This design comes from an exercise in tuning for small area, a short achievable clock period and few clock cycles per item on the open sky130 flow, not from production work. At most, simulation tests tie the RTL to the original design; equivalence was not proved. Function not checked in runs 1 and 2: the RTL went through the layout flow alone.

## flow/design.v (module list and top-level ports; edited modules follow where they fit)
// module CPU: 637 lines
// module ksadd: 26 lines
// module booth17e: 447 lines
// module booth17enc: 14 lines
// module bkadd67: 266 lines
// module bkadd34: 133 lines
// module bkadd33: 131 lines
module CPU(
				clk,
			  rst_n,
		   IO_stall,
         awid_m_inf,
       awaddr_m_inf,
       awsize_m_inf,
      awburst_m_inf,
        awlen_m_inf,
      awvalid_m_inf,
      awready_m_inf,
        wdata_m_inf,
        wlast_m_inf,
       wvalid_m_inf,
       wready_m_inf,
          bid_m_inf,
        bresp_m_inf,
       bvalid_m_inf,
       bready_m_inf,
         arid_m_inf,
       araddr_m_inf,
        arlen_m_inf,
       arsize_m_inf,
      arburst_m_inf,
      arvalid_m_inf,
      arready_m_inf, 
          rid_m_inf,
        rdata_m_inf,
        rresp_m_inf,
        rlast_m_inf,
       rvalid_m_inf,
       rready_m_inf 
);
  // ...
==> flow/flow/run.sh <==
#!/bin/bash
# Standard layout, with timing repair aiming for a larger setup margin.
set -euo pipefail
bash standard.sh SETUP_SLACK_MARGIN=6 finish > standard_flow.log 2>&1
==> flow/standard.sh <==
#!/bin/bash
# synth_recipe.tcl (not shown) runs the flow's synth.tcl, then flattens the netlist and writes it again
# the make line also repeats each setting of config.mk as NAME=value (left out here)
make -C /OpenROAD-flow-scripts/flow DESIGN_CONFIG=/design/flow/config.mk WORK_HOME=/design/flow/orfs CLKGATE_MAP_FILE= SYNTH_SCRIPT=/design/flow/synth_recipe.tcl "${@:-finish}"
==> flow/config.mk <==
export PLATFORM = sky130hd
export DESIGN_NAME = CPU
export DESIGN_NICKNAME = CPU
export VERILOG_FILES = /design/flow/design.v
export SDC_FILE = /design/flow/constraint.sdc
export NUM_CORES = 8
export LEC_CHECK = 0
export CAP_MARGIN = 20
export CORE_MARGIN = 2
export CORE_UTILIZATION = 55.0
export SETUP_SLACK_MARGIN = 5
export SLEW_MARGIN = 20
==> flow/constraint.sdc <==
create_clock -name core_clock -period 10.0 [get_ports {clk}]
set_input_delay 2.0000 -clock core_clock [delete_from_list [all_inputs] [get_ports {clk}]]
set_output_delay 2.0000 -clock core_clock [all_outputs]
set_load 0.01 [all_outputs]
==> summary.md, run 1 <==
| Metric | Value |
|---|---|
| Outcome | finished clean |
| CP Cell Sequence | nand2_1, nor3_1, o21ai_0, nand4_1, nor4_4, buf_6, or3_4, a221oi_4, buf_6, buf_16, mux2i_4, mux2i_4, nand2_2, nor2_2 |
| Post-Synth XOR/XNOR Area | under 10% |
| Clock sink count | about 1.0k |
| Largest net degree at the start of global routing | roughly 100 |
| Hold Crit Start | a_sh[0] |
| Slowest cell on crit path | nor3_1 |
| Worst skew pair latency | about 750 ps |
| DRC | 0 |
| Cells after synthesis | around 5.5k |
| Commonest cells after routing, fill and taps aside | edfxtp_1 (609), inv_1 (373), nand2_1 (351) |
| Routed WL per cell | about 28 µm |
| Core Util, Final | roughly two thirds |
| Critical path's top delay family | simple AND/OR/NAND/NOR gates |
| Inverters | 380 |
| Dpl cells | ~6.8k |
| Worst setup path category | flip-flop to flip-flop |
| Dpl hpwl | 129,000 µm |
| # clk buffers | about 170 |
| Total Wirelength | roughly 200,000 µm |
| Seq area share | 40.0% |
| Max cap viols | 0 |
| Total CTS buffers | around 120 |
| Startpoint types | flip-flop |
| FF+latch count, synth | between 1k and 1.5k |
| Slowest stage delay, CP | between 700 and 800 ps |
| Vias in the first global route | between 40k and 50k |
| Root buf cell | clkbuf_16 |
| Post-CTS resize count | between 200 and 300 |
| Via count | about 47k |
| Dominant cell by count in the synthesized netlist | edfxtp_1 |
| WP data arrival | 4770 ps |
| Synth Area in Compound Gates | 16.7% |
| Non-clk buf share | between 6 and 7% |
| Unique masters post-synth | 86 |
==> inputs of run 2 (changes only) <==
==> flow/flow/run.sh (replaced) <==
#!/bin/bash
# Standard layout, with timing repair aiming for a larger setup margin.
set -euo pipefail
bash standard.sh SETUP_SLACK_MARGIN=6.3 finish > standard_flow.log 2>&1
==> run 2 against run 1 <==
Against the previous run:
- maximum frequency is 0.64% higher
- via count is 1.8% higher
- count of clock-buffer cells in the layout fell by 28
- critical path type unchanged
- worst hold slack lost 22 ps
- sequential share of layout area shrank 1.6 points
- design area is 4.2% higher
- still clean on timing, DRC and antenna
- register-to-register slack improved by 30 ps
- final cell count grew 1.9%
==> summary.md, run 2 <==
| Metric | Value |
|---|---|
| CP Cell Sequence | buf_8, a22o_1, a221oi_1, and4_1, a21oi_2, o21bai_1, a2111o_1, or3_4, a221oi_4, buf_12, buf_8, mux2_4, o21ai_4, nand2b_4, nor2_1 (was nand2_1, nor3_1, o21ai_0, nand4_1, nor4_4, buf_6, or3_4, a221oi_4, buf_6, buf_16, mux2i_4, mux2i_4, nand2_2, nor2_2) |
| DRC | 0 (unchanged) |
| Ports placed on the boundary | 230 (unchanged) |
| H-Tree Depth | 3 (unchanged) |
| R2r startpoint | rb_sel[3] (was p_tag[1]) |
| Largest Register | rfv (unchanged) |
| Worst Hold Path Cells | 0 (unchanged) |
| Initial antenna violation count | 4 (was 6) |
| Unique masters post-synth | 86 (unchanged) |
| Setup ws final | 5760 ps (was 5730 ps) |
| Critical path's most frequent cell | buf_8 |
| Critical Path RT | 10,480 ps (was 10,510 ps) |
| Avg Cell Area, Syn | 10.8 µm² (unchanged) |
| Met1 Resource Use GR | 51.0% (was 51.3%) |
| Clk_skew | 51.4 ps (was 63.9 ps) |
| Biggest registers after layout | rfv (256), acc (67), mp (66) (unchanged) |
| Initial cell density of the core | 55.4% (unchanged) |
| Final worst-path cycle share | 42.4% (was 42.7%) |
| Clock sink count | 1,045 (unchanged) |
| Worst r2r path cells | 15 (was 14) |
| Startpoint types | flip-flop (unchanged) |
| First-pass GRT wire length | 296,000 µm (was 293,000 µm) |
| Max cap viols | 0 (unchanged) |
| Layout cells sized above 1 | 20.8% (was 16.2%) |
| Hold Crit Start | s_first (was a_sh[0]) |
| Dominant cell by count in the synthesized netlist | edfxtp_1 (unchanged) |
| Min cycle time layout | 4240 ps (was 4270 ps) |
| Vias in the first global route | 45.0k (was 44.2k) |
| Async S/R FF share, synth | 13.4% (unchanged) |
| Area of the mapped netlist | 0.0593 mm² (unchanged) |
| Hold Path End | p_first (was s_sh[0]) |
| GR Layer Usage met2 | 52.6% (was 52.3%) |
| Fin nets | 6,326 (was 6,188) |
| RSZ-0062 raised after global routing | true (unchanged) |
| Synth warnings | 3 (unchanged) |
| DR vias/cell | 6.47 (was 6.48) |
| Final Hold Viols | 0 (unchanged) |
| Leading post-synthesis cells by cell area | edfxtp_1 (31%), dfxtp_1 (10%), fa_1 (5.9%) (unchanged) |
| Clock transition at path regs | 60 ps (about the same) |
| Worst skew pair latency | 760 ps (was 750 ps) |
| Port Buffer Count | 103 (unchanged) |
| Max clock buf depth | 3 (unchanged) |
| Min-delay worst type | flip-flop to flip-flop (unchanged) |
| R2R Path End | rb_sel[14] (was ra_sel[15]) |
| Antenna Nets Post-Route | 0 (unchanged) |
| Max reg flops | 256 (unchanged) |
| Crit Path Max Fanout | 21 (was 9) |
| Commonest non-fill, non-tap cell in the layout | edfxtp_1 (unchanged) |
| Core Util, Final | 67.8% (was 65.1%) |
| Core ar. | 0.107 mm² (unchanged) |
| Total CTS buffers | 114 (was 115) |
| Worst setup path category | flip-flop to flip-flop (unchanged) |
| Routed WL per cell | 27.9 µm (about the same) |
| Dpl hpwl | 129,000 µm (about the same) |
| Standard-cell rows | 120 (unchanged) |
| P&R area growth vs syn | 22.4% (was 17.4%) |
| Root buf cell | clkbuf_16 (unchanged) |
| Most area-hungry cell type in the Yosys netlist | edfxtp_1 (unchanged) |
| Fmax | 236 MHz (was 234 MHz) |
| Post-route setup TNS | 0 ps (unchanged) |
| Slew @ Worst Pin | 1180 ps (was 1190 ps) |
| Number of synthesized flops with an enable pin | 609 (unchanged) |
| Synth top cells by count | edfxtp_1 (609), inv_1 (379), nand2_1 (362), nor2_1 (353), dfxtp_1 (296) (unchanged) |
| Die H | 332 µm (unchanged) |
| Largest net degree at the start of global routing | 94 (was 101) |
| Synth Flop Type | edfxtp_1 (unchanged) |
| Commonest cells after routing, fill and taps aside | edfxtp_1 (609), inv_1 (364), nand2_1 (346) (was edfxtp_1 (609), inv_1 (373), nand2_1 (351)) |
| Met3 Use GR | 8.49% (was 7.91%) |
| Most Crowded Layer GR | met2 (unchanged) |
| Final setup fails | 0 (unchanged) |
| All-Layer GR Usage | 35.9% (was 35.5%) |
| Die X | 332 µm (unchanged) |
| Pre-CTS WS | 4150 ps (was 4340 ps) |
| Max-Slew Margin vs Limit | 21.2% (was 19.8%) |
| Die area | 0.110 mm² (unchanged) |
| Slowest cell on crit path | a2111o_1 (was nor3_1) |
| Cells after synthesis | 5,493 (unchanged) |
| Total Wirelength | 205,000 µm (was 201,000 µm) |
| Clock tree from TritonCTS | done (unchanged) |
| Register area share after synthesis | 46.7% (unchanged) |
| CP endpoint kind | flip-flop (unchanged) |
| Tightest hold margin | 296 ps (was 317 ps) |
| Fin. max-slew vios | 0 (unchanged) |
| Via count | 47.5k (was 46.7k) |
| R2R Setup Slk | 5760 ps (was 5730 ps) |
| Drt pass-1 iters | 7 (was 6) |
| Slowest stage delay, CP | 510 ps (was 790 ps) |
| Outcome | finished clean (unchanged) |
| GRT overflow | 0 (unchanged) |
| WP data arrival | 4720 ps (was 4770 ps) |
| RePlAce Congestion | 0.950 (was 0.940) |
| Post-synth top area share | 30.8% (unchanged) |
| FF+latch count, synth | 1,045 (unchanged) |
| DR iter-0 viols | 5,919 (was 6,033) |
run 2: kinds of logic after synthesis:
kind of cell	Yosys count	share of synthesized area, %
DFF	1045	46.7
adders and majority gates	427	11.2
and+or+nand+nor	1240	9.94
muxes	185	3.92
buffers and inverters	812	5.88
other	2	0.0127
AOI/OAI and AO/OA	1399	16.7
xor gates and xnor gates	383	5.66
run 2: worst max path at each step:
stage | end | startpoint | cells after the start
after floorplan | f_rem[4] | rvalid_m_inf[1] | 17
after global placement | ra_sel[14] | p_kind[0] | 13
after detailed placement | ra_sel[14] | p_kind[0] | 13
after CTS | rb_sel[4] | acc[51] | 14
after global routing | rb_sel[14] | acc[53] | 15
final | rb_sel[14] | rb_sel[3] | 15
run 2: cell type report:
class                   count  area [µm²]
flip-flops and latches   1045       27900
multi-input cells        3750       31500
fillers                  8036       34500
inverters                 380        1460
well taps                1403        1760
clock inverters            78         928
clock buffers             138        3020
diodes                      3        7.51
repair inverters            1        8.76
repair buffers            549        6030
run 2: metal layers:
layer,vias to the layer above,part of all wire [%]
met1,23400,41
li1,20700,-
met3,579,11
met5,-,0
met4,0,4.6
met2,2868,43
run 2: timing repair:
action	in CTS	in global routing
pin swaps	160	187
hold buffers	0	0
gates cloned	22	11
setup buffers	187	112
setup endpoints to repair	966	837
resized for setup	473	323
run 2: critical path: cells and delay by family (launching register included):
kind / cells / cell delay, ps
AO/OA/AOI/OAI: 7 / 1710
AND/OR/NAND/NOR: 4 / 980
buffers and inverters: 3 / 560
flip-flops: 1 / 360
multiplexers: 1 / 320
run 2: metrics by stage:
| stage | instances | cell area, µm² |
|---|---|---|
| 2_1_floorplan | 5597 | 60100 |
| 3_3_place_gp | 6796 | 61800 |
| 3_5_place_dp | 6796 | 61800 |
| 4_1_cts | 7221 | 70000 |
| 5_1_grt | 7344 | 72600 |
| 6_report | 7347 | 72600 |
==> module CPU, before the edit <==
module CPU(
				clk,
			  rst_n,
		   IO_stall,
         awid_m_inf,
       awaddr_m_inf,
       awsize_m_inf,
      awburst_m_inf,
        awlen_m_inf,
      awvalid_m_inf,
      awready_m_inf,
        wdata_m_inf,
        wlast_m_inf,
       wvalid_m_inf,
       wready_m_inf,
          bid_m_inf,
        bresp_m_inf,
       bvalid_m_inf,
       bready_m_inf,
         arid_m_inf,
       araddr_m_inf,
        arlen_m_inf,
       arsize_m_inf,
      arburst_m_inf,
      arvalid_m_inf,
      arready_m_inf, 
          rid_m_inf,
        rdata_m_inf,
        rresp_m_inf,
        rlast_m_inf,
       rvalid_m_inf,
       rready_m_inf 
);
input  wire clk, rst_n;
output reg  IO_stall;
parameter ID_WIDTH = 4, ADDR_WIDTH = 32, DATA_WIDTH = 16, DRAM_NUMBER = 2, WRIT_NUMBER = 1;
output wire [WRIT_NUMBER * ID_WIDTH-1:0]      awid_m_inf;
output wire [WRIT_NUMBER * ADDR_WIDTH-1:0]  awaddr_m_inf;
output wire [WRIT_NUMBER * 3 -1:0]          awsize_m_inf;
output wire [WRIT_NUMBER * 2 -1:0]         awburst_m_inf;
output wire [WRIT_NUMBER * 7 -1:0]           awlen_m_inf;
output wire [WRIT_NUMBER-1:0]              awvalid_m_inf;
input  wire [WRIT_NUMBER-1:0]              awready_m_inf;
output wire [WRIT_NUMBER * DATA_WIDTH-1:0]   wdata_m_inf;
output wire [WRIT_NUMBER-1:0]                wlast_m_inf;
output wire [WRIT_NUMBER-1:0]               wvalid_m_inf;
input  wire [WRIT_NUMBER-1:0]               wready_m_inf;
input  wire [WRIT_NUMBER * ID_WIDTH-1:0]       bid_m_inf;
input  wire [WRIT_NUMBER * 2 -1:0]           bresp_m_inf;
input  wire [WRIT_NUMBER-1:0]               bvalid_m_inf;
output wire [WRIT_NUMBER-1:0]               bready_m_inf;
output wire [DRAM_NUMBER * ID_WIDTH-1:0]      arid_m_inf;
output wire [DRAM_NUMBER * ADDR_WIDTH-1:0]  araddr_m_inf;
output wire [DRAM_NUMBER * 7 -1:0]           arlen_m_inf;
output wire [DRAM_NUMBER * 3 -1:0]          arsize_m_inf;
output wire [DRAM_NUMBER * 2 -1:0]         arburst_m_inf;
output wire [DRAM_NUMBER-1:0]              arvalid_m_inf;
input  wire [DRAM_NUMBER-1:0]              arready_m_inf;
input  wire [DRAM_NUMBER * ID_WIDTH-1:0]       rid_m_inf;
input  wire [DRAM_NUMBER * DATA_WIDTH-1:0]   rdata_m_inf;
input  wire [DRAM_NUMBER * 2 -1:0]           rresp_m_inf;
input  wire [DRAM_NUMBER-1:0]                rlast_m_inf;
input  wire [DRAM_NUMBER-1:0]               rvalid_m_inf;
output wire [DRAM_NUMBER-1:0]               rready_m_inf;
assign awid_m_inf    = 4'd0;
assign awsize_m_inf  = 3'd1;
assign awburst_m_inf = 2'd1;
assign awlen_m_inf   = 7'd0;
assign wlast_m_inf   = 1'b1;       
assign bready_m_inf  = 1'b1;
assign arid_m_inf    = 8'd0;
assign arsize_m_inf  = {3'd1, 3'd1};
assign arburst_m_inf = {2'd1, 2'd1};
reg  [255:0] rfv;
reg  [15:0]  rv;
reg  [15:0]  wb_en;                
reg  [15:0]  wb_data;
reg  [15:0]  ra_sel, rb_sel, rd_sel;
genvar gi;
generate for (gi = 0; gi < 16; gi = gi + 1) begin : g_rf
    always @(posedge clk) if (wb_en[gi]) rfv[16*gi +: 16] <= wb_data;
end endgenerate
always @(posedge clk or negedge rst_n)
    if (!rst_n) rv <= 16'd0;
    else        rv <= rv | wb_en;
reg  [15:0] ra_raw, rb_raw;
integer ri;
always @(*) begin
    ra_raw = 16'd0;
    rb_raw = 16'd0;
    for (ri = 0; ri < 16; ri = ri + 1) begin
        ra_raw = ra_raw | ({16{ra_sel[ri]}} & rfv[16*ri +: 16]);
        rb_raw = rb_raw | ({16{rb_sel[ri]}} & rfv[16*ri +: 16]);
    end
end
wire [15:0] ra_val = ra_raw & {16{|(ra_sel & rv)}};
wire [15:0] rb_val = rb_raw & {16{|(rb_sel & rv)}};
reg         i_arvalid;
reg  [6:0]  i_arlen;
reg         i_rready;
reg  [7:0]  f_rem;         
reg  [7:0]  f_drop;        
reg         f_drain;       
reg  [10:0] f_addr;        
reg         q0v, q1v;
reg  [15:0] q0, q1;
reg  [10:0] ipc;           
reg         rdr;           
reg  [10:0] rdr_tgt;
wire [15:0] i_rdata  = rdata_m_inf[31:16];
wire        i_beat   = rvalid_m_inf[1] & i_rready;
wire [2:0]  op    = q0[15:13];
wire [3:0]  f_rt  = q0[8:5];
wire        f_fn  = q0[0];
wire [4:0]  f_imm = q0[4:0];
wire is_alu  = (op == 3'd0) | (op == 3'd1 & ~f_fn);
wire is_mul  = (op == 3'd1) & f_fn;
wire is_ld   = (op == 3'd2);
wire is_st   = (op == 3'd3);
wire is_br   = (op == 3'd4);
wire is_det  = (op == 3'd7);
wire is_nop  = (op == 3'd5) | (op == 3'd6);
reg  [15:0] busy, kill;
wire [15:0] busy_rd = busy & ~kill;
wire bz_rs  = |(busy_rd & ra_sel);
wire bz_rt  = |(busy_rd & rb_sel);
wire bzw_rt = |(busy & rb_sel);
wire bz_rd  = |(busy & rd_sel);
reg         x_alu, x_sub, x_slt;
reg  [15:0] x_rd;
reg  [16:0] ma, mb;
wire [15:0] alu_sum;
ksadd #(16, 5) u_alu (.a(ma[15:0]), .b(mb[15:0] ^ {16{x_sub}}), .ci(x_sub), .s(alu_sum));
wire        alu_lt  = (ma[15] != mb[15]) ? ma[15] : alu_sum[15];
wire [15:0] alu_res = x_slt ? {15'd0, alu_lt} : alu_sum;
wire        xw_rs   = x_alu & |(x_rd & ra_sel);
wire        xw_rt   = x_alu & |(x_rd & rb_sel);
wire [15:0] ra_fwd  = xw_rs ? alu_res : ra_val;
wire [15:0] rb_fwd  = xw_rt ? alu_res : rb_val;
wire        br_eq   = (ra_val == rb_val);
wire [10:0] ls_addr;
ksadd #(11, 4) u_lsa (.a(ra_val[10:0]), .b({{6{f_imm[4]}}, f_imm}), .ci(1'b0), .s(ls_addr));
wire [10:0] br_tgt  = ipc + 11'd1 + {{6{f_imm[4]}}, f_imm};
reg  [33:0] ms, mc;
reg  [8:0]  bd_one, bd_two, bd_neg;    
reg  [66:0] mp;
reg  [32:0] mq;            
wire [33:0] bs, bc;
booth17e u_mul (.a(ma), .d_one(bd_one), .d_two(bd_two), .d_neg(bd_neg), .s(bs), .c(bc));
wire [33:0] prod;
bkadd34 u_prod (.a(ms), .b(mc), .ci(1'b0), .s(prod));
reg         a_v, s_v, p_v;
reg  [1:0]  a_kind, s_kind, p_kind;
reg         a_first, s_first, p_first;
reg  [1:0]  a_sh, s_sh;
reg         a_buf, s_buf, p_buf;
reg  [3:0]  a_tag, s_tag, p_tag;
wire        p_mul   = p_v & (p_kind == 2'd3);    
wire [15:0] dec_ptag = 16'd1 << p_tag;
wire        p_mulwb = p_mul;                   
wire [15:0] mul_pend = ((a_v & (a_kind == 2'd3)) ? (16'd1 << a_tag) : 16'd0)
                     | ((s_v & (s_kind == 2'd3)) ? (16'd1 << s_tag) : 16'd0)
                     | (p_mul ? dec_ptag : 16'd0);
reg         dt_on;         
reg  [2:0]  dt_ph;         
reg  [6:0]  dt_slot;
reg  [3:0]  dt_cnt;
reg  [3:0]  nx_ra, nx_rb;
reg  [1:0]  dt_kind, dt_sh, nx_kind, nx_sh;
reg         dt_first, dt_ha, dt_hb, dt_buf, nx_first, nx_ha, nx_hb, nx_buf;
reg         dt_v, nx_v;
wire [6:0]  dt_nslot;        
always @(*) begin
    nx_ra = 4'd0; nx_rb = 4'd0; nx_kind = 2'd0; nx_first = 1'b0;
    nx_ha = 1'b0; nx_hb = 1'b0; nx_sh = 2'd0; nx_buf = 1'b0; nx_v = 1'b1;
    case (dt_nslot)
        7'd0: begin nx_ra = 4'd0; nx_rb = 4'd5; nx_kind = 2'd0; nx_first = 1'b1; nx_ha = 1'b0; nx_hb = 1'b0; nx_sh = 2'd0; nx_buf = 1'b0; end
        7'd1: begin nx_ra = 4'd1; nx_rb = 4'd4; nx_kind = 2'd0; nx_first = 1'b0; nx_ha = 1'b0; nx_hb = 1'b0; nx_sh = 2'd0; nx_buf = 1'b0; end
        7'd2: begin nx_ra = 4'd10; nx_rb = 4'd15; nx_kind = 2'd1; nx_first = 1'b1; nx_ha = 1'b0; nx_hb = 1'b0; nx_sh = 2'd0; nx_buf = 1'b0; end
        7'd3: begin nx_ra = 4'd11; nx_rb = 4'd14; nx_kind = 2'd1; nx_first = 1'b0; nx_ha = 1'b0; nx_hb = 1'b0; nx_sh = 2'd0; nx_buf = 1'b0; end
        7'd4: begin nx_ra = 4'd0; nx_rb = 4'd6; nx_kind = 2'd0; nx_first = 1'b1; nx_ha = 1'b0; nx_hb = 1'b0; nx_sh = 2'd0; nx_buf = 1'b1; end
        7'd5: begin nx_ra = 4'd2; nx_rb = 4'd4; nx_kind = 2'd0; nx_first = 1'b0; nx_ha = 1'b0; nx_hb = 1'b0; nx_sh = 2'd0; nx_buf = 1'b1; end
        7'd6: begin nx_ra = 4'd11; nx_rb = 4'd13; nx_kind = 2'd1; nx_first = 1'b1; nx_ha = 1'b0; nx_hb = 1'b0; nx_sh = 2'd0; nx_buf = 1'b1; end
        7'd7: begin nx_ra = 4'd9; nx_rb = 4'd15; nx_kind = 2'd1; nx_first = 1'b0; nx_ha = 1'b0; nx_hb = 1'b0; nx_sh = 2'd0; nx_buf = 1'b1; end
        7'd8: begin nx_ra = 4'd0; nx_rb = 4'd0; nx_kind = 2'd2; nx_first = 1'b0; nx_ha = 1'b1; nx_hb = 1'b1; nx_sh = 2'd2; nx_buf = 1'b0; end
        7'd9: begin nx_ra = 4'd0; nx_rb = 4'd7; nx_kind = 2'd0; nx_first = 1'b1; nx_ha = 1'b0; nx_hb = 1'b0; nx_sh = 2'd0; nx_buf = 1'b0; end
        7'd10: begin nx_ra = 4'd3; nx_rb = 4'd4; nx_kind = 2'd0; nx_first = 1'b0; nx_ha = 1'b0; nx_hb = 1'b0; nx_sh = 2'd0; nx_buf = 1'b0; end
        7'd11: begin nx_ra = 4'd9; nx_rb = 4'd14; nx_kind = 2'd1; nx_first = 1'b1; nx_ha = 1'b0; nx_hb = 1'b0; nx_sh = 2'd0; nx_buf = 1'b0; end
        7'd12: begin nx_ra = 4'd10; nx_rb = 4'd13; nx_kind = 2'd1; nx_first = 1'b0; nx_ha = 1'b0; nx_hb = 1'b0; nx_sh = 2'd0; nx_buf = 1'b0; end
        7'd13: begin nx_ra = 4'd0; nx_rb = 4'd0; nx_kind = 2'd2; nx_first = 1'b0; nx_ha = 1'b1; nx_hb = 1'b1; nx_sh = 2'd2; nx_buf = 1'b1; end
        7'd14: begin nx_ra = 4'd1; nx_rb = 4'd6; nx_kind = 2'd0; nx_first = 1'b1; nx_ha = 1'b0; nx_hb = 1'b0; nx_sh = 2'd0; nx_buf = 1'b1; end
        7'd15: begin nx_ra = 4'd2; nx_rb = 4'd5; nx_kind = 2'd0; nx_first = 1'b0; nx_ha = 1'b0; nx_hb = 1'b0; nx_sh = 2'd0; nx_buf = 1'b1; end
        7'd16: begin nx_ra = 4'd8; nx_rb = 4'd15; nx_kind = 2'd1; nx_first = 1'b1; nx_ha = 1'b0; nx_hb = 1'b0; nx_sh = 2'd0; nx_buf = 1'b1; end
        7'd17: begin nx_ra = 4'd11; nx_rb = 4'd12; nx_kind = 2'd1; nx_first = 1'b0; nx_ha = 1'b0; nx_hb = 1'b0; nx_sh = 2'd0; nx_buf = 1'b1; end
        7'd18: begin nx_ra = 4'd0; nx_rb = 4'd0; nx_kind = 2'd2; nx_first = 1'b0; nx_ha = 1'b1; nx_hb = 1'b1; nx_sh = 2'd2; nx_buf = 1'b0; end
        7'd19: begin nx_ra = 4'd1; nx_rb = 4'd7; nx_kind = 2'd0; nx_first = 1'b1; nx_ha = 1'b0; nx_hb = 1'b0; nx_sh = 2'd0; nx_buf = 1'b0; end
        7'd20: begin nx_ra = 4'd3; nx_rb = 4'd5; nx_kind = 2'd0; nx_first = 1'b0; nx_ha = 1'b0; nx_hb = 1'b0; nx_sh = 2'd0; nx_buf = 1'b0; end
        7'd21: begin nx_ra = 4'd10; nx_rb = 4'd12; nx_kind = 2'd1; nx_first = 1'b1; nx_ha = 1'b0; nx_hb = 1'b0; nx_sh = 2'd0; nx_buf = 1'b0; end
        7'd22: begin nx_ra = 4'd8; nx_rb = 4'd14; nx_kind = 2'd1; nx_first = 1'b0; nx_ha = 1'b0; nx_hb = 1'b0; nx_sh = 2'd0; nx_buf = 1'b0; end
        7'd23: begin nx_ra = 4'd0; nx_rb = 4'd0; nx_kind = 2'd2; nx_first = 1'b0; nx_ha = 1'b1; nx_hb = 1'b1; nx_sh = 2'd2; nx_buf = 1'b1; end
        7'd24: begin nx_ra = 4'd2; nx_rb = 4'd7; nx_kind = 2'd0; nx_first = 1'b1; nx_ha = 1'b0; nx_hb = 1'b0; nx_sh = 2'd0; nx_buf = 1'b1; end
        7'd25: begin nx_ra = 4'd3; nx_rb = 4'd6; nx_kind = 2'd0; nx_first = 1'b0; nx_ha = 1'b0; nx_hb = 1'b0; nx_sh = 2'd0; nx_buf = 1'b1; end
        7'd26: begin nx_ra = 4'd8; nx_rb = 4'd13; nx_kind = 2'd1; nx_first = 1'b1; nx_ha = 1'b0; nx_hb = 1'b0; nx_sh = 2'd0; nx_buf = 1'b1; end
        7'd27: begin nx_ra = 4'd9; nx_rb = 4'd12; nx_kind = 2'd1; nx_first = 1'b0; nx_ha = 1'b0; nx_hb = 1'b0; nx_sh = 2'd0; nx_buf = 1'b1; end
        7'd28: begin nx_ra = 4'd0; nx_rb = 4'd0; nx_kind = 2'd2; nx_first = 1'b0; nx_ha = 1'b1; nx_hb = 1'b1; nx_sh = 2'd2; nx_buf = 1'b0; end
        7'd29: begin nx_ra = 4'd0; nx_rb = 4'd5; nx_kind = 2'd0; nx_first = 1'b1; nx_ha = 1'b0; nx_hb = 1'b0; nx_sh = 2'd0; nx_buf = 1'b0; end
        7'd30: begin nx_ra = 4'd1; nx_rb = 4'd4; nx_kind = 2'd0; nx_first = 1'b0; nx_ha = 1'b0; nx_hb = 1'b0; nx_sh = 2'd0; nx_buf = 1'b0; end
        7'd31: begin nx_ra = 4'd0; nx_rb = 4'd0; nx_kind = 2'd2; nx_first = 1'b0; nx_ha = 1'b1; nx_hb = 1'b1; nx_sh = 2'd2; nx_buf = 1'b1; end
        7'd32: begin nx_ra = 4'd10; nx_rb = 4'd15; nx_kind = 2'd1; nx_first = 1'b1; nx_ha = 1'b0; nx_hb = 1'b0; nx_sh = 2'd0; nx_buf = 1'b0; end
        7'd33: begin nx_ra = 4'd11; nx_rb = 4'd14; nx_kind = 2'd1; nx_first = 1'b0; nx_ha = 1'b0; nx_hb = 1'b0; nx_sh = 2'd0; nx_buf = 1'b0; end
        7'd34: begin nx_ra = 4'd0; nx_rb = 4'd6; nx_kind = 2'd0; nx_first = 1'b1; nx_ha = 1'b0; nx_hb = 1'b0; nx_sh = 2'd0; nx_buf = 1'b1; end
        7'd35: begin nx_ra = 4'd2; nx_rb = 4'd4; nx_kind = 2'd0; nx_first = 1'b0; nx_ha = 1'b0; nx_hb = 1'b0; nx_sh = 2'd0; nx_buf = 1'b1; end
        7'd36: begin nx_ra = 4'd11; nx_rb = 4'd13; nx_kind = 2'd1; nx_first = 1'b1; nx_ha = 1'b0; nx_hb = 1'b0; nx_sh = 2'd0; nx_buf = 1'b1; end
        7'd37: begin nx_ra = 4'd9; nx_rb = 4'd15; nx_kind = 2'd1; nx_first = 1'b0; nx_ha = 1'b0; nx_hb = 1'b0; nx_sh = 2'd0; nx_buf = 1'b1; end
        7'd38: begin nx_ra = 4'd0; nx_rb = 4'd0; nx_kind = 2'd2; nx_first = 1'b0; nx_ha = 1'b0; nx_hb = 1'b0; nx_sh = 2'd0; nx_buf = 1'b0; end
        7'd39: begin nx_ra = 4'd0; nx_rb = 4'd0; nx_kind = 2'd2; nx_first = 1'b0; nx_ha = 1'b1; nx_hb = 1'b0; nx_sh = 2'd1; nx_buf = 1'b0; end
        7'd40: begin nx_ra = 4'd0; nx_rb = 4'd0; nx_kind = 2'd2; nx_first = 1'b0; nx_ha = 1'b0; nx_hb = 1'b1; nx_sh = 2'd1; nx_buf = 1'b0; end
        7'd41: begin nx_ra = 4'd0; nx_rb = 4'd7; nx_kind = 2'd0; nx_first = 1'b1; nx_ha = 1'b0; nx_hb = 1'b0; nx_sh = 2'd0; nx_buf = 1'b0; end
        7'd42: begin nx_ra = 4'd3; nx_rb = 4'd4; nx_kind = 2'd0; nx_first = 1'b0; nx_ha = 1'b0; nx_hb = 1'b0; nx_sh = 2'd0; nx_buf = 1'b0; end
        7'd43: begin nx_ra = 4'd9; nx_rb = 4'd14; nx_kind = 2'd1; nx_first = 1'b1; nx_ha = 1'b0; nx_hb = 1'b0; nx_sh = 2'd0; nx_buf = 1'b0; end
        7'd44: begin nx_ra = 4'd10; nx_rb = 4'd13; nx_kind = 2'd1; nx_first = 1'b0; nx_ha = 1'b0; nx_hb = 1'b0; nx_sh = 2'd0; nx_buf = 1'b0; end
        7'd45: begin nx_ra = 4'd0; nx_rb = 4'd0; nx_kind = 2'd2; nx_first = 1'b0; nx_ha = 1'b0; nx_hb = 1'b0; nx_sh = 2'd0; nx_buf = 1'b1; end
        7'd46: begin nx_ra = 4'd0; nx_rb = 4'd0; nx_kind = 2'd2; nx_first = 1'b0; nx_ha = 1'b1; nx_hb = 1'b0; nx_sh = 2'd1; nx_buf = 1'b1; end
        7'd47: begin nx_ra = 4'd0; nx_rb = 4'd0; nx_kind = 2'd2; nx_first = 1'b0; nx_ha = 1'b0; nx_hb = 1'b1; nx_sh = 2'd1; nx_buf = 1'b1; end
        7'd48: begin nx_ra = 4'd1; nx_rb = 4'd6; nx_kind = 2'd0; nx_first = 1'b1; nx_ha = 1'b0; nx_hb = 1'b0; nx_sh = 2'd0; nx_buf = 1'b1; end
        7'd49: begin nx_ra = 4'd2; nx_rb = 4'd5; nx_kind = 2'd0; nx_first = 1'b0; nx_ha = 1'b0; nx_hb = 1'b0; nx_sh = 2'd0; nx_buf = 1'b1; end
        7'd50: begin nx_ra = 4'd8; nx_rb = 4'd15; nx_kind = 2'd1; nx_first = 1'b1; nx_ha = 1'b0; nx_hb = 1'b0; nx_sh = 2'd0; nx_buf = 1'b1; end
        7'd51: begin nx_ra = 4'd11; nx_rb = 4'd12; nx_kind = 2'd1; nx_first = 1'b0; nx_ha = 1'b0; nx_hb = 1'b0; nx_sh = 2'd0; nx_buf = 1'b1; end
        7'd52: begin nx_ra = 4'd0; nx_rb = 4'd0; nx_kind = 2'd2; nx_first = 1'b0; nx_ha = 1'b0; nx_hb = 1'b0; nx_sh = 2'd0; nx_buf = 1'b0; end
        7'd53: begin nx_ra = 4'd0; nx_rb = 4'd0; nx_kind = 2'd2; nx_first = 1'b0; nx_ha = 1'b1; nx_hb = 1'b0; nx_sh = 2'd1; nx_buf = 1'b0; end
        7'd54: begin nx_ra = 4'd0; nx_rb = 4'd0; nx_kind = 2'd2; nx_first = 1'b0; nx_ha = 1'b0; nx_hb = 1'b1; nx_sh = 2'd1; nx_buf = 1'b0; end
        7'd55: begin nx_ra = 4'd1; nx_rb = 4'd7; nx_kind = 2'd0; nx_first = 1'b1; nx_ha = 1'b0; nx_hb = 1'b0; nx_sh = 2'd0; nx_buf = 1'b0; end
        7'd56: begin nx_ra = 4'd3; nx_rb = 4'd5; nx_kind = 2'd0; nx_first = 1'b0; nx_ha = 1'b0; nx_hb = 1'b0; nx_sh = 2'd0; nx_buf = 1'b0; end
        7'd57: begin nx_ra = 4'd10; nx_rb = 4'd12; nx_kind = 2'd1; nx_first = 1'b1; nx_ha = 1'b0; nx_hb = 1'b0; nx_sh = 2'd0; nx_buf = 1'b0; end
        7'd58: begin nx_ra = 4'd8; nx_rb = 4'd14; nx_kind = 2'd1; nx_first = 1'b0; nx_ha = 1'b0; nx_hb = 1'b0; nx_sh = 2'd0; nx_buf = 1'b0; end
        7'd59: begin nx_ra = 4'd0; nx_rb = 4'd0; nx_kind = 2'd2; nx_first = 1'b0; nx_ha = 1'b0; nx_hb = 1'b0; nx_sh = 2'd0; nx_buf = 1'b1; end
        7'd60: begin nx_ra = 4'd0; nx_rb = 4'd0; nx_kind = 2'd2; nx_first = 1'b0; nx_ha = 1'b1; nx_hb = 1'b0; nx_sh = 2'd1; nx_buf = 1'b1; end
        7'd61: begin nx_ra = 4'd0; nx_rb = 4'd0; nx_kind = 2'd2; nx_first = 1'b0; nx_ha = 1'b0; nx_hb = 1'b1; nx_sh = 2'd1; nx_buf = 1'b1; end
        7'd62: begin nx_ra = 4'd2; nx_rb = 4'd7; nx_kind = 2'd0; nx_first = 1'b1; nx_ha = 1'b0; nx_hb = 1'b0; nx_sh = 2'd0; nx_buf = 1'b1; end
        7'd63: begin nx_ra = 4'd3; nx_rb = 4'd6; nx_kind = 2'd0; nx_first = 1'b0; nx_ha = 1'b0; nx_hb = 1'b0; nx_sh = 2'd0; nx_buf = 1'b1; end
        7'd64: begin nx_ra = 4'd8; nx_rb = 4'd13; nx_kind = 2'd1; nx_first = 1'b1; nx_ha = 1'b0; nx_hb = 1'b0; nx_sh = 2'd0; nx_buf = 1'b1; end
        7'd65: begin nx_ra = 4'd9; nx_rb = 4'd12; nx_kind = 2'd1; nx_first = 1'b0; nx_ha = 1'b0; nx_hb = 1'b0; nx_sh = 2'd0; nx_buf = 1'b1; end
        7'd66: begin nx_ra = 4'd0; nx_rb = 4'd0; nx_kind = 2'd2; nx_first = 1'b0; nx_ha = 1'b0; nx_hb = 1'b0; nx_sh = 2'd0; nx_buf = 1'b0; end
        7'd67: begin nx_ra = 4'd0; nx_rb = 4'd0; nx_kind = 2'd2; nx_first = 1'b0; nx_ha = 1'b1; nx_hb = 1'b0; nx_sh = 2'd1; nx_buf = 1'b0; end
        7'd68: begin nx_ra = 4'd0; nx_rb = 4'd0; nx_kind = 2'd2; nx_first = 1'b0; nx_ha = 1'b0; nx_hb = 1'b1; nx_sh = 2'd1; nx_buf = 1'b0; end
        7'd69: begin nx_ra = 4'd0; nx_rb = 4'd0; nx_kind = 2'd2; nx_first = 1'b0; nx_ha = 1'b0; nx_hb = 1'b0; nx_sh = 2'd0; nx_buf = 1'b1; end
        7'd70: begin nx_ra = 4'd0; nx_rb = 4'd0; nx_kind = 2'd2; nx_first = 1'b0; nx_ha = 1'b1; nx_hb = 1'b0; nx_sh = 2'd1; nx_buf = 1'b1; end
        7'd71: begin nx_ra = 4'd0; nx_rb = 4'd0; nx_kind = 2'd2; nx_first = 1'b0; nx_ha = 1'b0; nx_hb = 1'b1; nx_sh = 2'd1; nx_buf = 1'b1; end
        default: ;
    endcase
end
reg  [32:0] t0, b0, t1, b1;      
reg  [66:0] acc;
wire [32:0] t_sel = dt_buf ? t1 : t0;
wire [32:0] b_sel = dt_buf ? b1 : b0;
wire [16:0] ch_a  = dt_ha ? t_sel[32:16] : {1'b0, t_sel[15:0]};
wire [16:0] ch_b  = dt_hb ? b_sel[32:16] : {1'b0, b_sel[15:0]};
wire dt_issue = dt_on & (dt_ph == 3'd0);
wire [32:0] x_new;
bkadd33 u_minor (.a(mq), .b(~mp[32:0]), .ci(1'b1), .s(x_new));
wire [66:0] acc_sum;
bkadd67 u_acc (.a(acc), .b(mp), .ci(1'b0), .s(acc_sum));
wire        sat_ok  = (&acc[66:15]) | ~(|acc[66:15]);
wire [15:0] det_res = sat_ok ? acc[15:0] : (acc[66] ? 16'h8000 : 16'h7fff);
reg  [10:0] dm_addr;       
reg         d_arvalid;
reg         la1_v;         
reg  [10:0] la1;
reg  [1:0]  ld_cnt;        
reg  [3:0]  ld_tag0, ld_tag1;
reg         md_v;          
reg  [15:0] md;
reg  [3:0]  md_tag;
reg         d_rready;
reg         d_awvalid, d_wvalid;
reg  [1:0]  st_ph;         
reg  [10:0] st_addr;
reg  [15:0] wd;
assign awaddr_m_inf  = {20'd1, st_addr, 1'b0};
assign arvalid_m_inf = {i_arvalid, d_arvalid};
assign araddr_m_inf  = {20'd1, f_addr, 1'b0, 20'd1, dm_addr, 1'b0};
assign arlen_m_inf   = {i_arlen, 7'd0};
assign rready_m_inf  = {i_rready, d_rready};
assign awvalid_m_inf = d_awvalid;
assign wdata_m_inf   = wd;
assign wvalid_m_inf  = d_wvalid;
wire d_beat = rvalid_m_inf[0] & d_rready;
wire s_mul  = s_v & (s_kind == 2'd3);      
wire hz_alu = bz_rs | bz_rt | s_mul | |(mul_pend & rd_sel);
wire hz_mul = bz_rs | bz_rt | bz_rd;
wire hz_ld  = bz_rs | bzw_rt | ld_cnt[1] | xw_rs;
wire hz_st  = bz_rs | bz_rt | xw_rs;
wire hz_br  = bz_rs | bz_rt | xw_rs | xw_rt;
reg  [3:0] rc;
reg        rc_full, rc_z;      
wire       q0ok    = q0v & ~rc_full & ~rdr;
wire st_wpend = st_ph[0] | (st_ph == 2'd2);
wire go_alu = q0ok & is_alu & ~hz_alu;
wire go_mul = q0ok & is_mul & ~hz_mul;
wire go_ld  = q0ok & is_ld  & ~hz_ld;
wire go_st  = q0ok & is_st  & ~hz_st & (st_ph == 2'd0) & rc_z;
wire go_br  = q0ok & is_br  & ~hz_br;
wire go_nop = q0ok & is_nop;
wire go_det = q0ok & is_det & ~dt_on;
wire dt_pause = dt_v & (dt_kind != 2'd2) & (bz_rs | bz_rt);
wire dt_adv   = dt_issue & ~dt_pause;
wire st_done = (st_ph == 2'd3) & bvalid_m_inf;
wire dt_early = dt_issue & (dt_slot == 7'd35) & ~((&acc[66:51]) | ~(|acc[66:51]));
wire dt_done = dt_on & ((dt_ph == 3'd4) | dt_early) & ~p_mulwb & ~busy_rd[0];
wire pop   = go_alu | go_mul | go_ld | go_br | go_nop | go_st | dt_done;
wire taken = go_br & br_eq & (f_imm != 5'd0);
wire inc   = go_alu | go_mul | go_ld | go_br | go_nop | dt_done;
wire ret   = (st_ph == 2'd0) ? (~rc_z | inc) : st_done;
wire [3:0] rc_n = rc + {3'd0, inc} - {3'd0, ret & (st_ph == 2'd0)};
wire [15:0] dec_md   = 16'd1 << md_tag;
wire [15:0] dec_ld0  = 16'd1 << ld_tag0;
wire        k_md     = |(dec_md & kill);
wire        k_ld0    = |(dec_ld0 & kill);
wire wb_busy = p_mulwb | x_alu | dt_done;
wire md_wb   = md_v & ~wb_busy & ~k_md;
wire rd_wb   = d_beat & ~md_v & ~wb_busy & ~k_ld0;
wire md_kl   = md_v & k_md;
wire rd_kl   = d_beat & ~md_v & k_ld0;
always @(*) begin
    if (p_mulwb)      begin wb_en = dec_ptag; wb_data = mp[15:0]; end
    else if (x_alu)   begin wb_en = x_rd;     wb_data = alu_res;  end
    else if (dt_done) begin wb_en = 16'd1;    wb_data = det_res;  end
    else if (md_v)    begin wb_en = md_wb ? dec_md : 16'd0; wb_data = md; end
    else              begin wb_en = rd_wb ? dec_ld0 : 16'd0; wb_data = rdata_m_inf[15:0]; end
end
wire [15:0] set_mul = go_mul ? rd_sel : 16'd0;
wire [15:0] set_ld  = go_ld  ? rb_sel : 16'd0;
wire [15:0] clr_mul = p_mul ? dec_ptag : 16'd0;
wire [15:0] clr_md  = (md_wb | md_kl) ? dec_md : 16'd0;
wire [15:0] clr_rd  = (rd_wb | rd_kl) ? dec_ld0 : 16'd0;
wire [15:0] set_kl  = go_alu ? (rd_sel & busy & ~clr_mul & ~clr_md & ~clr_rd) : 16'd0;
always @(posedge clk or negedge rst_n)
    if (!rst_n) begin
        busy <= 16'd0;
        kill <= 16'd0;
    end else begin
        busy <= (busy & ~clr_mul & ~clr_md & ~clr_rd) | set_mul | set_ld;
        kill <= ((kill & ~clr_mul & ~clr_md & ~clr_rd) | set_kl) & ~set_mul & ~set_ld;
    end
always @(posedge clk or negedge rst_n)
    if (!rst_n) begin
        IO_stall <= 1'b1;
        rc       <= 4'd0;
        rc_full  <= 1'b0;
        rc_z     <= 1'b1;
    end else begin
        IO_stall <= ~ret;
        rc       <= rc_n;
        rc_full  <= (rc_n == 4'd15);
        rc_z     <= (rc_n == 4'd0);
    end
wire        rem_z   = (f_rem == 8'd0);
wire        rem_1   = (f_rem == 8'd1);
wire        drop_z  = (f_drop == 8'd0);
wire        push    = i_beat & drop_z;
wire [7:0]  rem_n   = f_rem - {7'd0, i_beat};
wire        end_n   = rem_z | (rem_1 & i_beat);    
wire [10:0] f_addr_1 = f_addr + 11'd1;
wire [10:0] ipc_1   = ipc + 11'd1;
reg  [10:0] rd_d;
reg         rdr_imm1;
wire        rd_inb  = ~rem_z & ({1'b0, rd_d} < {4'd0, f_rem});
wire        rd_q1   = q1v & rdr_imm1;
wire [10:0] tgt_d   = br_tgt - f_addr;
always @(posedge clk) begin
    if (taken) begin
        rd_d     <= i_beat ? tgt_d - 11'd1 : tgt_d;
        rdr_imm1 <= (f_imm == 5'd1);
    end
end
wire        hold_ar = q0v & is_br;
reg  [7:0]  drop_n;
reg         q0v_n, q1v_n, drain_n, q0_beat, q0_q1, q1_beat, new_ar;
reg  [10:0] sa, ipc_n;
always @(*) begin
    drop_n  = f_drop - {7'd0, i_beat & ~drop_z};
    drain_n = f_drain;
    q0v_n   = q0v;
    q1v_n   = q1v;
    q0_beat = 1'b0;
    q0_q1   = 1'b0;
    q1_beat = 1'b0;
    ipc_n   = ipc;
    sa      = f_drain ? rdr_tgt : (i_beat ? f_addr_1 : f_addr);
    new_ar  = end_n & ~hold_ar;
    if (rdr & ~rd_q1) begin
        q0v_n = 1'b0;
        q1v_n = 1'b0;
        ipc_n = rdr_tgt;
        new_ar = end_n;
        if (rd_inb) begin
            if (i_beat) begin
                if (rd_d == 11'd0) begin q0v_n = 1'b1; q0_beat = 1'b1; drop_n = 8'd0; end
                else drop_n = {1'b0, rd_d[6:0]} - 8'd1;
            end else drop_n = {1'b0, rd_d[6:0]};
        end else begin
            drop_n  = rem_n;
            drain_n = 1'b1;
            sa      = rdr_tgt;
        end
    end else if (pop | rdr) begin
        ipc_n = ipc_1;
        if (q1v) begin q0_q1 = 1'b1; q0v_n = 1'b1; q1v_n = push; q1_beat = push; end
        else     begin q0v_n = push; q0_beat = push; q1v_n = 1'b0; end
    end else if (push) begin
        if (!q0v) begin q0_beat = 1'b1; q0v_n = 1'b1; end
        else      begin q1_beat = 1'b1; q1v_n = 1'b1; end
    end
    if (new_ar) drain_n = 1'b0;
end
wire [6:0]  sa_len  = (sa[10:7] == 4'hf) ? ~sa[6:0] : 7'd127;
always @(posedge clk) begin
    if (q0_beat)     q0 <= i_rdata;
    else if (q0_q1)  q0 <= q1;
    if (q1_beat)     q1 <= i_rdata;
    if (taken)       rdr_tgt <= br_tgt;
end
always @(posedge clk or negedge rst_n) begin
    if (!rst_n) begin
        i_arvalid <= 1'b0;
        i_arlen   <= 7'd0;
        i_rready  <= 1'b0;
        f_rem     <= 8'd0;
        f_drop    <= 8'd0;
        f_drain   <= 1'b0;
        f_addr    <= 11'd0;
        q0v       <= 1'b0;
        q1v       <= 1'b0;
        ipc       <= 11'd0;
        rdr       <= 1'b0;
    end else begin
        rdr <= taken;
        ipc <= ipc_n;
        if (i_arvalid & arready_m_inf[1]) i_arvalid <= 1'b0;
        if (new_ar) begin                   
            i_arvalid <= 1'b1;
            i_arlen   <= sa_len;
            f_addr    <= sa;
            f_rem     <= {1'b0, sa_len} + 8'd1;
        end else begin
            if (i_beat) f_addr <= f_addr_1;
            f_rem   <= rem_n;
        end
        f_drain  <= drain_n;
        f_drop   <= drop_n;
        q0v      <= q0v_n;
        q1v      <= q1v_n;
        i_rready <= (drop_n != 8'd0) | ~(q0v_n & q1v_n);
    end
end
wire dt_issue_n = go_det | (dt_adv & (dt_slot != 7'd71) & ~dt_early);
always @(posedge clk) begin
    if (dt_issue_n) begin
        ra_sel <= 16'd1 << nx_ra;
        rb_sel <= 16'd1 << nx_rb;
    end else if (q0_beat) begin
        ra_sel <= 16'd1 << i_rdata[12:9];
        rb_sel <= 16'd1 << i_rdata[8:5];
    end else if (q0_q1) begin
        ra_sel <= 16'd1 << q1[12:9];
        rb_sel <= 16'd1 << q1[8:5];
    end
    if (q0_beat)    rd_sel <= 16'd1 << i_rdata[4:1];
    else if (q0_q1) rd_sel <= 16'd1 << q1[4:1];
end
wire [8:0] chb_one, chb_two, chb_neg, rbf_one, rbf_two, rbf_neg;
booth17enc u_enc_ch (.b(ch_b), .d_one(chb_one), .d_two(chb_two), .d_neg(chb_neg));
booth17enc u_enc_rb (.b({rb_fwd[15], rb_fwd}), .d_one(rbf_one), .d_two(rbf_two), .d_neg(rbf_neg));
always @(posedge clk) begin
    if (dt_adv & (dt_kind == 2'd2)) begin
        ma <= ch_a;
        mb <= ch_b;
        bd_one <= chb_one; bd_two <= chb_two; bd_neg <= chb_neg;
    end else begin
        ma <= {ra_fwd[15], ra_fwd};
        mb <= {rb_fwd[15], rb_fwd};
        bd_one <= rbf_one; bd_two <= rbf_two; bd_neg <= rbf_neg;
    end
    x_rd  <= rd_sel;
    x_sub <= f_fn | (op == 3'd1);
    x_slt <= (op == 3'd1);
    ms <= bs;
    mc <= bc;
    if (dt_on & (dt_ph == 3'd2)) mp <= {58'd0, q0[8:0]};       
    else case (s_sh)
        2'd0:    mp <= {{33{prod[33]}}, prod};
        2'd1:    mp <= {{17{prod[33]}}, prod, 16'd0};
        default: mp <= {prod[33], prod, 32'd0};
    endcase
    a_kind  <= dt_adv ? dt_kind : 2'd3;
    a_first <= dt_adv & dt_first;
    a_sh    <= dt_adv ? dt_sh : 2'd0;
    a_buf   <= dt_buf;
    a_tag   <= q0[4:1];
    s_kind <= a_kind; s_first <= a_first; s_sh <= a_sh; s_buf <= a_buf; s_tag <= a_tag;
    p_kind <= s_kind; p_first <= s_first; p_buf <= s_buf; p_tag <= s_tag;
end
always @(posedge clk or negedge rst_n)
    if (!rst_n) begin a_v <= 1'b0; s_v <= 1'b0; p_v <= 1'b0; x_alu <= 1'b0; end
    else        begin a_v <= go_mul | (dt_adv & dt_v); s_v <= a_v; p_v <= s_v; x_alu <= go_alu; end
always @(posedge clk) begin
    if (p_v & p_first) mq <= mp[32:0];
    if (p_v & ~p_first & (p_kind[1] == 1'b0)) begin
        case ({p_buf, p_kind[0]})
            2'b00: t0 <= x_new;
            2'b01: b0 <= x_new;
            2'b10: t1 <= x_new;
            2'b11: b1 <= x_new;
        endcase
    end
    if (go_det)                                acc <= 67'd0;
    else if (p_v & (p_kind == 2'd2))           acc <= acc_sum;
    else if (dt_on & (dt_ph == 3'd2) & (dt_cnt != 4'd0))
                                               acc <= {acc[66], acc[66], acc[66:2]};
    else if (dt_on & (dt_ph == 3'd3))          acc <= acc_sum;
end
assign dt_nslot = go_det ? 7'd0 : dt_slot + 7'd1;
always @(posedge clk) begin
    if (go_det | dt_adv) begin
        dt_kind <= nx_kind; dt_first <= nx_first;
        dt_ha <= nx_ha; dt_hb <= nx_hb; dt_sh <= nx_sh; dt_buf <= nx_buf; dt_v <= nx_v;
    end
end
always @(posedge clk or negedge rst_n) begin
    if (!rst_n) begin
        dt_on   <= 1'b0;
        dt_ph   <= 3'd0;
        dt_slot <= 7'd0;
        dt_cnt  <= 4'd0;
    end else begin
        if (go_det) begin
            dt_on   <= 1'b1;
            dt_ph   <= 3'd0;
            dt_slot <= 7'd0;
        end else if (dt_done) begin
            dt_on   <= 1'b0;
            dt_ph   <= 3'd0;
        end else if (dt_on) begin
            case (dt_ph)
                3'd0: if (dt_adv) begin
                    dt_slot <= dt_slot + 7'd1;
                    if (dt_slot == 7'd71) begin dt_ph <= 3'd1; dt_cnt <= 4'd2; end
                end
                3'd1: begin        
                    dt_cnt <= dt_cnt - 4'd1;
                    if (dt_cnt == 4'd0) begin dt_ph <= 3'd2; dt_cnt <= q0[12:9]; end
                end
                3'd2: begin        
                    dt_cnt <= dt_cnt - 4'd1;
                    if (dt_cnt == 4'd0) dt_ph <= 3'd3;
                end
                3'd3: dt_ph <= 3'd4;
                default: ;         
            endcase
        end
    end
end
wire d_arhs = d_arvalid & arready_m_inf[0];
reg  d_arq, d_arh, la1_h;
wire a_free = ~d_arq | d_arhs;
wire [1:0] ld_cnt_n = ld_cnt + {1'b0, go_ld} - {1'b0, d_beat};
reg  [1:0] st_lw;
wire [1:0] st_lw_n = st_lw - {1'b0, d_beat & (st_lw != 2'd0)};
always @(posedge clk) begin
    if (go_st) st_addr <= ls_addr;
    if (go_st) wd <= rb_fwd;
    if (d_beat & ~rd_wb & ~rd_kl) begin md <= rdata_m_inf[15:0]; md_tag <= ld_tag0; end
    if (a_free) begin
        if (la1_v)      dm_addr <= la1;
        else if (go_ld) dm_addr <= ls_addr;
    end
    if (go_ld & ~(a_free & ~la1_v)) la1 <= ls_addr;
    if (d_beat) begin
        ld_tag0 <= (go_ld & (ld_cnt == 2'd1)) ? f_rt : ld_tag1;
        ld_tag1 <= f_rt;
    end else if (go_ld) begin
        if (ld_cnt == 2'd0) ld_tag0 <= f_rt;
        else                ld_tag1 <= f_rt;
    end
end
always @(posedge clk or negedge rst_n) begin
    if (!rst_n) begin
        d_arvalid <= 1'b0;
        d_arq     <= 1'b0;
        d_arh     <= 1'b0;
        la1_v     <= 1'b0;
        la1_h     <= 1'b0;
        ld_cnt    <= 2'd0;
        md_v      <= 1'b0;
        d_rready  <= 1'b0;
        d_awvalid <= 1'b0;
        d_wvalid  <= 1'b0;
        st_ph     <= 2'd0;
        st_lw     <= 2'd0;
    end else begin : dport
        reg md_v_n, arq_n, arh_n;
        if (a_free) begin
            if (la1_v) begin
                arq_n = 1'b1; arh_n = la1_h & st_wpend;
                la1_v <= go_ld; la1_h <= st_wpend;
            end else if (go_ld) begin
                arq_n = 1'b1; arh_n = st_wpend;
            end else begin
                arq_n = 1'b0; arh_n = 1'b0;
            end
        end else begin
            arq_n = 1'b1; arh_n = d_arh & st_wpend;
            if (go_ld) begin la1_v <= 1'b1; la1_h <= st_wpend; end
            else la1_h <= la1_h & st_wpend;
        end
        d_arq     <= arq_n;
        d_arh     <= arh_n;
        d_arvalid <= arq_n & ~arh_n;
        ld_cnt <= ld_cnt_n;
        st_lw  <= go_st ? (ld_cnt - {1'b0, d_beat}) : st_lw_n;
        md_v_n = (md_v & ~md_wb & ~md_kl) | (d_beat & ~rd_wb & ~rd_kl);
        md_v     <= md_v_n;
        d_rready <= ~md_v_n;
        case (st_ph)
            2'd0: if (go_st) begin d_awvalid <= 1'b1; st_ph <= 2'd1; end
            2'd1: if (awready_m_inf) begin
                      d_awvalid <= 1'b0; st_ph <= 2'd2;
                      d_wvalid  <= (st_lw_n == 2'd0);
                  end
            2'd2: if (d_wvalid) begin
                      if (wready_m_inf) begin d_wvalid <= 1'b0; st_ph <= 2'd3; end
                  end else if (st_lw_n == 2'd0) d_wvalid <= 1'b1;
            2'd3: if (bvalid_m_inf) st_ph <= 2'd0;
        endcase
    end
end
endmodule
==> inputs of run 3 (changes only) <==
--- a/flow/design.v
+++ b/flow/design.v
@@ -135,8 +135,6 @@
 wire [15:0] alu_res = x_slt ? {15'd0, alu_lt} : alu_sum;
 wire        xw_rs   = x_alu & |(x_rd & ra_sel);
 wire        xw_rt   = x_alu & |(x_rd & rb_sel);
-wire [15:0] ra_fwd  = xw_rs ? alu_res : ra_val;
-wire [15:0] rb_fwd  = xw_rt ? alu_res : rb_val;
 wire        br_eq   = (ra_val == rb_val);
 wire [10:0] ls_addr;
 ksadd #(11, 4) u_lsa (.a(ra_val[10:0]), .b({{6{f_imm[4]}}, f_imm}), .ci(1'b0), .s(ls_addr));
@@ -156,12 +154,21 @@
 reg         a_buf, s_buf, p_buf;
 reg  [3:0]  a_tag, s_tag, p_tag;
 wire        p_mul   = p_v & (p_kind == 2'd3);    
+wire [15:0] p_oh    = 16'd1 << p_tag;
+wire [15:0] pmask   = p_mul ? p_oh : 16'd0;
+wire        pw_rs   = p_mul & |(p_oh & ra_sel);
+wire        pw_rt   = p_mul & |(p_oh & rb_sel);
+wire [15:0] ra_fwd  = xw_rs ? alu_res : pw_rs ? mp[15:0] : ra_val;
+wire [15:0] rb_fwd  = xw_rt ? alu_res : pw_rt ? mp[15:0] : rb_val;
+wire bzd_rs = |(busy_rd & ~pmask & ra_sel);
+wire bzd_rt = |(busy_rd & ~pmask & rb_sel);
 wire [15:0] dec_ptag = 16'd1 << p_tag;
 wire        p_mulwb = p_mul;                   
 wire [15:0] mul_pend = ((a_v & (a_kind == 2'd3)) ? (16'd1 << a_tag) : 16'd0)
                      | ((s_v & (s_kind == 2'd3)) ? (16'd1 << s_tag) : 16'd0)
                      | (p_mul ? dec_ptag : 16'd0);
 reg         dt_on;         
+reg         dt_sat;        
 reg  [2:0]  dt_ph;         
 reg  [6:0]  dt_slot;
 reg  [3:0]  dt_cnt;
@@ -255,11 +262,11 @@
 wire [32:0] b_sel = dt_buf ? b1 : b0;
 wire [16:0] ch_a  = dt_ha ? t_sel[32:16] : {1'b0, t_sel[15:0]};
 wire [16:0] ch_b  = dt_hb ? b_sel[32:16] : {1'b0, b_sel[15:0]};
-wire dt_issue = dt_on & (dt_ph == 3'd0);
+wire dt_issue = dt_on & (dt_ph == 3'd0) & ~dt_sat;
 wire [32:0] x_new;
 bkadd33 u_minor (.a(mq), .b(~mp[32:0]), .ci(1'b1), .s(x_new));
 wire [66:0] acc_sum;
-bkadd67 u_acc (.a(acc), .b(mp), .ci(1'b0), .s(acc_sum));
+ksadd #(67, 7) u_acc (.a(acc), .b(mp), .ci(1'b0), .s(acc_sum));
 wire        sat_ok  = (&acc[66:15]) | ~(|acc[66:15]);
 wire [15:0] det_res = sat_ok ? acc[15:0] : (acc[66] ? 16'h8000 : 16'h7fff);
 reg  [10:0] dm_addr;       
@@ -286,10 +293,10 @@
 assign wvalid_m_inf  = d_wvalid;
 wire d_beat = rvalid_m_inf[0] & d_rready;
 wire s_mul  = s_v & (s_kind == 2'd3);      
-wire hz_alu = bz_rs | bz_rt | s_mul | |(mul_pend & rd_sel);
-wire hz_mul = bz_rs | bz_rt | bz_rd;
+wire hz_alu = bzd_rs | bzd_rt | s_mul | |(mul_pend & rd_sel);
+wire hz_mul = bzd_rs | bzd_rt | bz_rd;
 wire hz_ld  = bz_rs | bzw_rt | ld_cnt[1] | xw_rs;
-wire hz_st  = bz_rs | bz_rt | xw_rs;
+wire hz_st  = bz_rs | bzd_rt | xw_rs;
 wire hz_br  = bz_rs | bz_rt | xw_rs | xw_rt;
 reg  [3:0] rc;
 reg        rc_full, rc_z;      
@@ -302,11 +309,11 @@
 wire go_br  = q0ok & is_br  & ~hz_br;
 wire go_nop = q0ok & is_nop;
 wire go_det = q0ok & is_det & ~dt_on;
-wire dt_pause = dt_v & (dt_kind != 2'd2) & (bz_rs | bz_rt);
+wire dt_pause = dt_v & (dt_kind != 2'd2) & (bzd_rs | bzd_rt);
 wire dt_adv   = dt_issue & ~dt_pause;
 wire st_done = (st_ph == 2'd3) & bvalid_m_inf;
 wire dt_early = dt_issue & (dt_slot == 7'd35) & ~((&acc[66:51]) | ~(|acc[66:51]));
-wire dt_done = dt_on & ((dt_ph == 3'd4) | dt_early) & ~p_mulwb & ~busy_rd[0];
+wire dt_done = dt_on & ((dt_ph == 3'd4) | dt_sat) & ~p_mulwb & ~busy_rd[0];
 wire pop   = go_alu | go_mul | go_ld | go_br | go_nop | go_st | dt_done;
 wire taken = go_br & br_eq & (f_imm != 5'd0);
 wire inc   = go_alu | go_mul | go_ld | go_br | go_nop | dt_done;
@@ -453,7 +460,7 @@
         i_rready <= (drop_n != 8'd0) | ~(q0v_n & q1v_n);
     end
 end
-wire dt_issue_n = go_det | (dt_adv & (dt_slot != 7'd71) & ~dt_early);
+wire dt_issue_n = go_det | (dt_adv & (dt_slot != 7'd71) & ~dt_done);
 always @(posedge clk) begin
     if (dt_issue_n) begin
         ra_sel <= 16'd1 << nx_ra;
@@ -532,7 +539,9 @@
         dt_ph   <= 3'd0;
         dt_slot <= 7'd0;
         dt_cnt  <= 4'd0;
+        dt_sat  <= 1'b0;
     end else begin
+        dt_sat <= ~go_det & ~dt_done & (dt_sat | dt_early);
         if (go_det) begin
             dt_on   <= 1'b1;
             dt_ph   <= 3'd0;
==> flow/flow/run.sh (replaced) <==
#!/bin/bash
# Standard layout, with timing repair aiming for a larger setup margin.
set -euo pipefail
bash standard.sh SETUP_SLACK_MARGIN=6 finish > standard_flow.log 2>&1
==> run 3 against run 2 <==
Against the previous run:
- still clean
- critical path depth rose by 2
- synthesized cell count rose by 7.9%
- register-to-register slack improved by 230 ps
- maximum frequency rose by 5.6%
- first-iteration DRC count rose by 12%
- design area fell by 2.4%
- area after synthesis rose by 3.1%
- count of clock-buffer cells in the layout rose by 12
- critical endpoint is now dm_addr[10]
- highest routed layer is now met5
==> summary.md, run 3 <==
| Metric | Value |
|---|---|
| Outcome | finished clean (unchanged) |
| Synth warnings | 4 (was 3) |
| Ports placed on the boundary | 230 (unchanged) |
| Dpl hpwl | 140,000 µm (was 129,000 µm) |
| Slowest cell on crit path | edfxtp_1 (was a2111o_1) |
| Largest net degree at the start of global routing | 72 (was 94) |
| Avg Cell Area, Syn | 10.3 µm² (was 10.8 µm²) |
| All-Layer GR Usage | 36.2% (was 35.9%) |
| Critical Path RT | 10,490 ps (was 10,480 ps) |
| Most Crowded Layer GR | met2 (unchanged) |
| Crit path capture | dm_addr[10] (was rb_sel[14]) |
| Unique masters post-synth | 107 (was 86) |
| Final Hold Viols | 0 (unchanged) |
| Commonest cells after routing, fill and taps aside | edfxtp_1 (609), nand2_1 (436), nor2_1 (374) (was edfxtp_1 (609), inv_1 (364), nand2_1 (346)) |
| RSZ-0062 raised after global routing | true (unchanged) |
| P&R area growth vs syn | 15.8% (was 22.4%) |
| Die H | 337 µm (was 332 µm) |
| Die area | 0.114 mm² (was 0.110 mm²) |
| Worst setup path category | flip-flop to flip-flop (unchanged) |
| R2r startpoint | ra_sel[2] (was rb_sel[3]) |
| CP Cell Sequence | buf_4, a22o_1, a221oi_1, and3_1, a31oi_4, ha_2, fa_2, a21o_1, a21oi_2, o21bai_1, a21oi_2, o21bai_1, a21oi_2, o21bai_1, a21oi_2, xnor2_2, mux2_2 (was buf_8, a22o_1, a221oi_1, and4_1, a21oi_2, o21bai_1, a2111o_1, or3_4, a221oi_4, buf_12, buf_8, mux2_4, o21ai_4, nand2b_4, nor2_1) |
| Synth top cells by count | edfxtp_1 (609), nand2_1 (456), nor2_1 (388), inv_1 (379), clkbuf_1 (312) (was edfxtp_1 (609), inv_1 (379), nand2_1 (362), nor2_1 (353), dfxtp_1 (296)) |
| Fin nets | 6,520 (was 6,326) |
| Max clock buf depth | 3 (unchanged) |
| Root buf cell | clkbuf_16 (unchanged) |
| Cells after synthesis | 5,927 (was 5,493) |
| Dpl cells | 7,265 (was 6,796) |
| Drt pass-1 iters | 8 (was 7) |
| GRT overflow | 0 (unchanged) |
| GR Layer Usage met2 | 52.6% (about the same) |
| Via count | 49.8k (was 47.5k) |
| Fin. max-slew vios | 0 (unchanged) |
| Max cap viols | 0 (unchanged) |
| Post-synth top area share | 29.9% (was 30.8%) |
| Initial cell density of the core | 55.3% (was 55.4%) |
| Standard-cell rows | 122 (was 120) |
| Final setup fails | 0 (unchanged) |
| H-Tree Depth | 3 (unchanged) |
| R2R Setup Slk | 5980 ps (was 5760 ps) |
| Number of synthesized flops with an enable pin | 609 (unchanged) |
| Critical path's most frequent cell | a21oi_2 (was buf_8) |
| Routed WL per cell | 27.7 µm (was 27.9 µm) |
| Fillers | 8,871 (was 8,036) |
| Startpoint types | flip-flop (unchanged) |
[run 3: area by class of cell]
| cell class | instances | area share (%) |
|---|---|---|
| Clock buffer | 150 | 4.43 |
| Timing Repair Buffer | 391 | 5.46 |
| Tap cell | 1488 | 2.63 |
| Multi-Input combinational cell | 4132 | 45.0 |
| Sequential cell | 1046 | 39.3 |
| Antenna cell | 1 | 0.00353 |
| Inverter | 383 | 2.08 |
| Clock inverter | 63 | 1.09 |
[run 3: worst min-delay path by stage]
stage / slack [ps] / endpoint / startpoint / depth (start not counted)
finish: 320 / p_first / s_first / 0
detailed placement: 310 / p_buf / s_buf / 0
floorplan: 310 / p_buf / s_buf / 0
global placement: 310 / s_sh[0] / a_sh[0] / 0
CTS: 330 / p_buf / s_buf / 0
global route: 340 / s_first / a_first / 0
[run 3: stage by stage]
stage | instance area [µm²] | setup WS (ps) | hold WS (ps)
after detailed placement | 63400 | 4340 | 312
after floorplan | 61700 | 5690 | 310
after CTS | 69200 | 5830 | 327
after global placement | 63400 | 4360 | 310
final | 70800 | 5980 | 324
after global routing | 70800 | 5890 | 335
[run 3: cells by family (layout without fill, tap and decap cells)]
family          Yosys count  count (layout)  synth area share (%)
fa+ha+maj               397             397                  9.85
buf+inv                 855             987                  6.02
mux                     127             127                  2.86
flops                  1046            1046                  45.4
simple gates           1461            1462                  11.8
other cells               2             107                0.0123
compound gates         1637            1638                  18.3
xor+xnor                402             402                  5.76
[run 3: routing by layer]
layer  routed length (µm)  part of all wire [%]
met2                89400                    42
met4                 9150                   4.3
met5                   73                 0.034
met3                24900                    12
met1                88800                    42
[run 3: repair_timing]
action / CTS / global route
pin swaps: 46 / 89
setup endpoints to repair: 798 / 408
buffers inserted: 85 / 78
gates cloned: 4 / 6
resized for setup: 243 / 192
endpoints found under the hold margin: 0 / 0
[run 3: worst max-delay path: cells and delay by family, from the launching register on]
| kind | cells | cell delay [ps] |
|---|---|---|
| compound gates | 11 | 1880 |
| fa+ha+maj | 2 | 600 |
| flops | 1 | 360 |
| buf+inv | 1 | 290 |
| mux | 1 | 270 |
| simple gates | 1 | 240 |
| xor+xnor | 1 | 110 |
Testbench counts of run 3, summed over its fixed seeds: cycles 38,604, instructions 12,000.

-- re-timing with driven ports --
Ports are ideal in the flow. The routed layouts listed here were re-timed in OpenROAD.
Step 1 (the two cells are an assumption about what drives the block):
set clk [get_ports {clk}]
set_driving_cell -lib_cell sky130_fd_sc_hd__clkbuf_16 $clk
set_driving_cell -lib_cell sky130_fd_sc_hd__buf_2 [delete_from_list [all_inputs] $clk]
Step 2 adds t to the input delays and takes it off the output delays; t is the mean of the earliest and latest rising clock arrival at the registers after step 1. Input paths then give back, and output paths get back, about the clock's delay inside the block.
a / b / c = no drivers / after step 1 / after step 2; a / b = the first two.
run | t (ns) | setup slack, ns | slew at the worst register clock pin (ns)
run 1 | 0.797 | 5.731 / 5.731 / 5.411 | 0.07 / 0.07
run 2 | 0.809 | 5.758 / 5.758 / 5.479 | 0.07 / 0.07
run 3 | 0.786 | 5.984 / 5.984 / 5.303 | 0.07 / 0.07
After both steps setup and hold are still met in every run listed. The setup slack of run 3, which loses most, moves by 0.000 ns with the drivers and by -0.681 ns with both steps.
